What follows belongs to an exercise in optimizing a design on an open flow for small area; a production flow would make more cautious choices.
The RTL was checked by simulation tests, not by an equivalence proof against the original design.
No activity file was given, so power comes from the tool's default toggle rates.

## fsm_with_fifo
module fsm_with_fifo(
  input        clk100_i,
  input        rstn_i,
  input        btn_i,
  output       full_o,
  output [7:0] transmit_lane_o
);
Size in the first run: about 220 cells after synthesis, roughly 93 flip-flops, ~12 I/O pins, about 3500 µm² of cells after synthesis.
Settings: LEC_CHECK=0, CAP_MARGIN=20, CORE_MARGIN=2, CORE_UTILIZATION=55, SLEW_MARGIN=20; clock period 5.0 ns.
standard.sh (not shown) runs the stock make flow with config.mk's settings and CLKGATE_MAP_FILE= SYNTH_SCRIPT=/design/flow/synth_recipe.tcl, a recipe that flattens the netlist after the stock synthesis.
==> flow/flow/run.sh <==
#!/bin/bash
# The standard layout, with three changes:
# - synthesis maps the logic with an area-oriented ABC script (flow/area.script);
#   everything else in it is the standard flow's own synthesis script, synth_recipe.tcl;
# - the port buffers are buf_1 cells;
# - the clock tree leaves out dummy loads.
set -euo pipefail
work=$(pwd)
# synthesis script: synth_recipe.tcl with yosys's abc pass given flow/area.script
{
  head -n 1 synth_recipe.tcl
  cat <<TCL
proc abc {args} {
  set i [lsearch -exact \$args -script]
  if {\$i >= 0} { lset args [expr {\$i + 1}] $work/flow/area.script }
  yosys abc {*}\$args
}
TCL
  tail -n +2 synth_recipe.tcl
} > own_synth.tcl
sed "s#SYNTH_SCRIPT=[^ ]*synth_recipe.tcl#SYNTH_SCRIPT=$work/own_synth.tcl#" standard.sh > own_standard.sh
grep -q "SYNTH_SCRIPT=$work/own_synth.tcl" own_standard.sh
export BUFFER_PORTS_ARGS="-buffer_cell sky130_fd_sc_hd__buf_1"
export CTS_ARGS="-sink_clustering_enable -repair_clock_nets -dont_use_dummy_load -buf_list {sky130_fd_sc_hd__clkbuf_4} -root_buf sky130_fd_sc_hd__clkbuf_8"
bash own_standard.sh > standard.log 2>&1
==> flow/flow/area.script <==
&get -n
&st
&dc2
&dch
&nf -a -R 1000
&put
The starting point passed the timing, DRC and antenna checks.
Edit:
==> flow/flow/run.sh (replaced) <==
#!/bin/bash
# The standard layout, with plain buf_1 cells as the port buffers and a
# clock tree of smaller buffers without dummy loads.
set -euo pipefail
export BUFFER_PORTS_ARGS="-buffer_cell sky130_fd_sc_hd__buf_1"
export CTS_ARGS="-sink_clustering_enable -repair_clock_nets -dont_use_dummy_load -buf_list {sky130_fd_sc_hd__clkbuf_4 sky130_fd_sc_hd__clkbuf_8} -sink_clustering_buffer sky130_fd_sc_hd__clkbuf_8 -sink_clustering_size 16 -sink_clustering_max_diameter 60"
bash standard.sh > standard.log 2>&1
- CORE_UTILIZATION: 55 -> 40
removed: flow/flow/area.script
Outcome: Non-clock buffer count goes up by 1. Synthesized area climbs by 5.5%. Worst hold slack is worse by 0.0056 ns. Via count is higher by 6.8%. Design area came out higher by 5.2%.
Edit:
==> flow/flow/run.sh (replaced) <==
#!/bin/bash
# The standard layout, with three changes:
# - synthesis maps the logic with an area-oriented ABC script (flow/area.script);
#   everything else in it is the standard flow's own synthesis script, synth_recipe.tcl;
# - the port buffers are buf_1 cells;
# - the clock tree leaves out dummy loads.
set -euo pipefail
work=$(pwd)
# synthesis script: synth_recipe.tcl with yosys's abc pass given flow/area.script
{
  head -n 1 synth_recipe.tcl
  cat <<TCL
proc abc {args} {
  set i [lsearch -exact \$args -script]
  if {\$i >= 0} { lset args [expr {\$i + 1}] $work/flow/area.script }
  yosys abc {*}\$args
}
TCL
  tail -n +2 synth_recipe.tcl
} > own_synth.tcl
sed "s#SYNTH_SCRIPT=[^ ]*synth_recipe.tcl#SYNTH_SCRIPT=$work/own_synth.tcl#" standard.sh > own_standard.sh
grep -q "SYNTH_SCRIPT=$work/own_synth.tcl" own_standard.sh
export BUFFER_PORTS_ARGS="-buffer_cell sky130_fd_sc_hd__buf_1"
export CTS_ARGS="-sink_clustering_enable -repair_clock_nets -dont_use_dummy_load -sink_clustering_size 16 -sink_clustering_max_diameter 60 -buf_list {sky130_fd_sc_hd__clkbuf_4 sky130_fd_sc_hd__clkbuf_8}"
bash own_standard.sh > standard.log 2>&1
==> flow/flow/area.script (new file) <==
&get -n
&st
&dc2
&dch
&nf -a -R 1000
&put
The changed run ran to the end with no violations.
Worst setup slack improved by 0.45 ns.
Core utilization drops by 0.37 points.
Clock skew climbs by 0.010 ns.
Final area decreases by a few percent.
Fmax came out higher by about a fifth.
Power went down by a few percent.
Die area is lower by a few percent.
Register-to-register slack degrades by 0.12 ns.
Edit:
==> flow/run.sh (new file) <==
#!/bin/bash
# synth_recipe.tcl (not shown) runs the flow's synth.tcl, then flattens the netlist and writes it again
# the make line also repeats each setting of config.mk as NAME=value (left out here)
make -C /OpenROAD-flow-scripts/flow DESIGN_CONFIG=/design/flow/config.mk WORK_HOME=/design/flow/orfs CLKGATE_MAP_FILE= SYNTH_SCRIPT=/design/flow/synth_recipe.tcl finish
- CORE_UTILIZATION: 40 -> 55
- CTS_BUF_LIST: unset -> sky130_fd_sc_hd__clkbuf_8
- CTS_CLUSTER_DIAMETER: unset -> 50
- CTS_CLUSTER_SIZE: unset -> 24
removed: flow/flow/run.sh
removed: flow/flow/area.script
removed: flow/standard.sh
Effect: Sequential share of layout area fell by 4.2 points. Clock-buffer cell count does not change. Non-clock buffer count fell by 1. Global-route usage rose by 4.4 points. Maximum frequency fell by 27%. Final area rose by 6.4%. Via count rose by 3.9%. Worst hold slack is about the same. Wire length fell by 4.3%. Setup slack loses 0.95 ns. Clock skew fell by 0.018 ns.
Edit:
==> flow/flow/run.sh (new file) <==
#!/bin/bash
# The standard layout, with plain buf_1 cells as the port buffers and a
# clock tree of smaller buffers without dummy loads.
set -euo pipefail
export BUFFER_PORTS_ARGS="-buffer_cell sky130_fd_sc_hd__buf_1"
export CTS_ARGS="-sink_clustering_enable -repair_clock_nets -dont_use_dummy_load -buf_list {sky130_fd_sc_hd__clkbuf_4 sky130_fd_sc_hd__clkbuf_8} -sink_clustering_buffer sky130_fd_sc_hd__clkbuf_4 -root_buf sky130_fd_sc_hd__clkbuf_8 -sink_clustering_size 16 -sink_clustering_max_diameter 60"
bash standard.sh > standard.log 2>&1
==> flow/standard.sh (new file) <==
#!/bin/bash
# synth_recipe.tcl (not shown) runs the flow's synth.tcl, then flattens the netlist and writes it again
# the make line also repeats each setting of config.mk as NAME=value (left out here)
make -C /OpenROAD-flow-scripts/flow DESIGN_CONFIG=/design/flow/config.mk WORK_HOME=/design/flow/orfs CLKGATE_MAP_FILE= SYNTH_SCRIPT=/design/flow/synth_recipe.tcl "${@:-finish}"
- CORE_UTILIZATION: 55 -> 65
- CTS_BUF_LIST: sky130_fd_sc_hd__clkbuf_8 -> unset
- CTS_CLUSTER_DIAMETER: 50 -> unset
- CTS_CLUSTER_SIZE: 24 -> unset
removed: flow/run.sh
After rerunning:
- The changed run produced a clean layout
- utilization increases by 8.0 points
- synthesized cell count is unchanged
- power came out lower by about 7%
- via count is higher by about 0.44%
- worst setup slack gets better by 0.48 ns
- count of clock-buffer cells in the layout does not change

* * *

The RTL this note starts from:
==> flow/design.v <==
module fsm_with_fifo(
  input        clk100_i,
  input        rstn_i,
  input        btn_i,
  output       full_o,
  output [7:0] transmit_lane_o
);
reg  [2:0] sync;
always @(posedge clk100_i) begin
  sync[0] <= ~btn_i;
  sync[1] <= sync[0];
  sync[2] <= sync[1];
end
wire press = sync[1] & ~sync[2];
reg  [4:0] n;
wire empty = ~n[4] & ~n[2] & ~n[0];
wire full  =  n[4] & ~n[3] &  n[2];
assign full_o = full;
wire n_up = ~n[4] | (n[2] & ~n[1]);    
wire n_dn = ~n[0] | (n[4] & ~n[1]);    
wire [16:1] occ;
assign occ[1]  = ~n[3] & ~n[1] &  n[0];
assign occ[2]  = ~n[4] & ~n[2] &  n[1];
assign occ[3]  = ~n[3] &  n[2] &  n[0];
assign occ[4]  = ~n[4] &  n[3] &  n[1];
assign occ[5]  =  n[4] &  n[2] &  n[0];
assign occ[6]  =  n[3] &  n[1] & ~n[0];
assign occ[7]  =  n[3] & ~n[1] & ~n[0];
assign occ[8]  =  n[4] & ~n[2] & ~n[1];
assign occ[9]  = ~n[2] & ~n[0];
assign occ[10] = ~n[3] &  n[2] & ~n[1];
assign occ[11] = ~n[4] &  n[3] & ~n[2];
assign occ[12] =  n[4] & ~n[3] &  n[0];
assign occ[13] = ~n[4] &  n[1] & ~n[0];
assign occ[14] =  n[2] & ~n[1] &  n[0];
assign occ[15] =  n[3] & ~n[2] &  n[1];
assign occ[16] =  n[4] & ~n[3] &  n[2];
reg  [4:0] ph;
wire idle = ~|ph;
wire rd   = ~ph[4] & ~ph[1] &  ph[0];
wire fin  =  ph[4] & ~ph[3] & ~ph[0];
wire ph_in = (~ph[4] & ph[0]) | (ph[4] & ph[3] & ~ph[1]) | (idle & ~empty);
wire wr  = press & ~full;
reg  [3:0] cnt;
reg  [3:0] mem [0:15];
integer i;
always @(posedge clk100_i) begin
  if (wr) begin
    mem[0] <= cnt;
    for (i = 1; i < 16; i = i + 1)
      mem[i] <= mem[i-1];
  end
end
reg  [3:0] head;
always @* begin
  head = 4'd0;
  for (i = 0; i < 16; i = i + 1)
    head = head | ({4{occ[i+1]}} & mem[i]);
end
reg  [3:0] dout;
always @(posedge clk100_i)
  if (rd) dout <= head;
reg  [7:0] tx;
assign transmit_lane_o = tx;
always @(posedge clk100_i or negedge rstn_i) begin
  if (!rstn_i) begin
    n   <= 5'd0;
    ph  <= 5'd0;
    cnt <= 4'd0;
    tx  <= 8'd0;
  end
  else begin
    if (wr & ~rd)
      n <= {n[3:0], n_up};
    else if (rd & ~wr)
      n <= {n_dn, n[4:1]};
    if (press)
      cnt <= cnt + 4'd1;
    ph <= {ph[3:0], ph_in};
    if (fin) begin
      tx[3:0] <= dout;
      if (dout < tx[3:0])
        tx[7:4] <= tx[7:4] + 4'd1;
    end
  end
end
endmodule
export LEC_CHECK = 0
export CAP_MARGIN = 20
export CORE_MARGIN = 2
export CORE_UTILIZATION = 55
export SLEW_MARGIN = 20
create_clock -name core_clock -period 5.0 [get_ports {clk100_i}]
==> flow/flow/run.sh <==
#!/bin/bash
# The standard layout, with three changes:
# - synthesis maps the logic with an area-oriented ABC script (flow/area.script);
#   everything else in it is the standard flow's own synthesis script, synth_recipe.tcl;
# - the port buffers are buf_1 cells;
# - the clock tree leaves out dummy loads.
set -euo pipefail
work=$(pwd)
# synthesis script: synth_recipe.tcl with yosys's abc pass given flow/area.script
{
  head -n 1 synth_recipe.tcl
  cat <<TCL
proc abc {args} {
  set i [lsearch -exact \$args -script]
  if {\$i >= 0} { lset args [expr {\$i + 1}] $work/flow/area.script }
  yosys abc {*}\$args
}
TCL
  tail -n +2 synth_recipe.tcl
} > own_synth.tcl
sed "s#SYNTH_SCRIPT=[^ ]*synth_recipe.tcl#SYNTH_SCRIPT=$work/own_synth.tcl#" standard.sh > own_standard.sh
grep -q "SYNTH_SCRIPT=$work/own_synth.tcl" own_standard.sh
export BUFFER_PORTS_ARGS="-buffer_cell sky130_fd_sc_hd__buf_1"
export CTS_ARGS="-sink_clustering_enable -repair_clock_nets -dont_use_dummy_load -buf_list {sky130_fd_sc_hd__clkbuf_4} -root_buf sky130_fd_sc_hd__clkbuf_16"
bash own_standard.sh > standard.log 2>&1
==> flow/flow/area.script <==
&get -n
&st
&dc2
&dch
&nf -a -R 1000
&put
The starting point passed the timing, DRC and antenna checks.
Then changed:
==> flow/flow/run.sh (replaced) <==
#!/bin/bash
# The standard layout, with plain buf_1 cells as the port buffers and a
# clock tree of smaller buffers without dummy loads.
set -euo pipefail
export BUFFER_PORTS_ARGS="-buffer_cell sky130_fd_sc_hd__buf_1"
export CTS_ARGS="-sink_clustering_enable -repair_clock_nets -dont_use_dummy_load -buf_list {sky130_fd_sc_hd__clkbuf_4 sky130_fd_sc_hd__clkbuf_8} -sink_clustering_buffer sky130_fd_sc_hd__clkbuf_8 -sink_clustering_size 16 -sink_clustering_max_diameter 60"
bash standard.sh > standard.log 2>&1
- CORE_UTILIZATION: 55 -> 65
removed: flow/flow/area.script
What happened: The changed run produced a clean layout. Power decreases by 6.2%. First-iteration DRC count decreases by 27%. Clock skew barely changes. Area after synthesis increases by 5.5%. Setup slack got worse by 0.50 ns. Wire length decreases by 4.5%. Synthesized cell count increases by 18%. Sequential share of layout area decreases by 0.84 points. Sequential power increases by about 4%. Hold slack improved by 0.0043 ns. Non-clock buffer count increases by 1.
Then changed:
==> flow/flow/run.sh (replaced) <==
#!/bin/bash
# The standard layout, with plain buf_1 cells as the port buffers.
set -euo pipefail
export BUFFER_PORTS_ARGS="-buffer_cell sky130_fd_sc_hd__buf_1"
bash standard.sh > standard.log 2>&1
- CORE_UTILIZATION: 65 -> 40
Effect: The changed run finished clean. Hold slack gets worse by 0.0034 ns. Wire length goes up by 1.7%. Area after synthesis does not change. Via count goes up by 1.6%. Setup slack gets better by 0.059 ns.
Then changed:
==> flow/run.sh (new file) <==
#!/bin/bash
# synth_recipe.tcl (not shown) runs the flow's synth.tcl, then flattens the netlist and writes it again
# the make line also repeats each setting of config.mk as NAME=value (left out here)
make -C /OpenROAD-flow-scripts/flow DESIGN_CONFIG=/design/flow/config.mk WORK_HOME=/design/flow/orfs CLKGATE_MAP_FILE= SYNTH_SCRIPT=/design/flow/synth_recipe.tcl finish
- CORE_UTILIZATION: 40 -> 55
removed: flow/flow/run.sh
removed: flow/standard.sh
Outcome:
- routed wire length drops slightly
- cell area grows slightly
- clock skew came out higher by 0.0030 ns
- fmax went down by about a fifth
- worst setup slack gets worse by 0.53 ns
- power went up slightly
- via count shrinks by a few percent
- hold slack hardly moves
- final cell count falls by a little under a tenth

==> what the ideal ports hide <==
The results above use ideal ports. As a check the final layouts listed here were re-extracted and re-timed, cells and wires unchanged.
Step 1 (the two cells are an assumption about what drives the block):
set clk [get_ports {clk100_i}]
set_driving_cell -lib_cell sky130_fd_sc_hd__clkbuf_16 $clk
set_driving_cell -lib_cell sky130_fd_sc_hd__buf_2 [delete_from_list [all_inputs] $clk]
Step 2, shift: input delay + t, output delay - t, t = (earliest + latest rising clock arrival at the registers) / 2. This alone moves slack from input paths to output paths.
Slacks: ideal / step 1 / step 2; pairs: ideal / step 1.
run	shift t [ns]	slack for setup (ns)	worst setup path after step 2	worst register clock-pin slew, ns
the first run of note 1	0.361	2.455 / 2.424 / 2.785	register to output	0.09 / 0.09
the second run of note 1	0.378	2.015 / 1.984 / 2.361	register to output	0.09 / 0.09
the third run of note 1	0.376	2.461 / 2.430 / 2.551	register to register	0.10 / 0.10
the fourth run of note 1	0.382	1.507 / 1.477 / 1.859	register to output	0.10 / 0.10
the fifth run of note 1	0.376	1.984 / 1.952 / 2.328	register to output	0.08 / 0.08
the first run of note 2	0.356	2.484 / 2.450 / 2.806	register to output	0.06 / 0.06
the second run of note 2	0.376	1.984 / 1.952 / 2.328	register to output	0.08 / 0.08
the third run of note 2	0.377	2.044 / 2.013 / 2.390	register to output	0.09 / 0.09
the fourth run of note 2	0.381	1.513 / 1.483 / 1.863	register to output	0.10 / 0.10
After both steps every run listed still meets setup and hold.
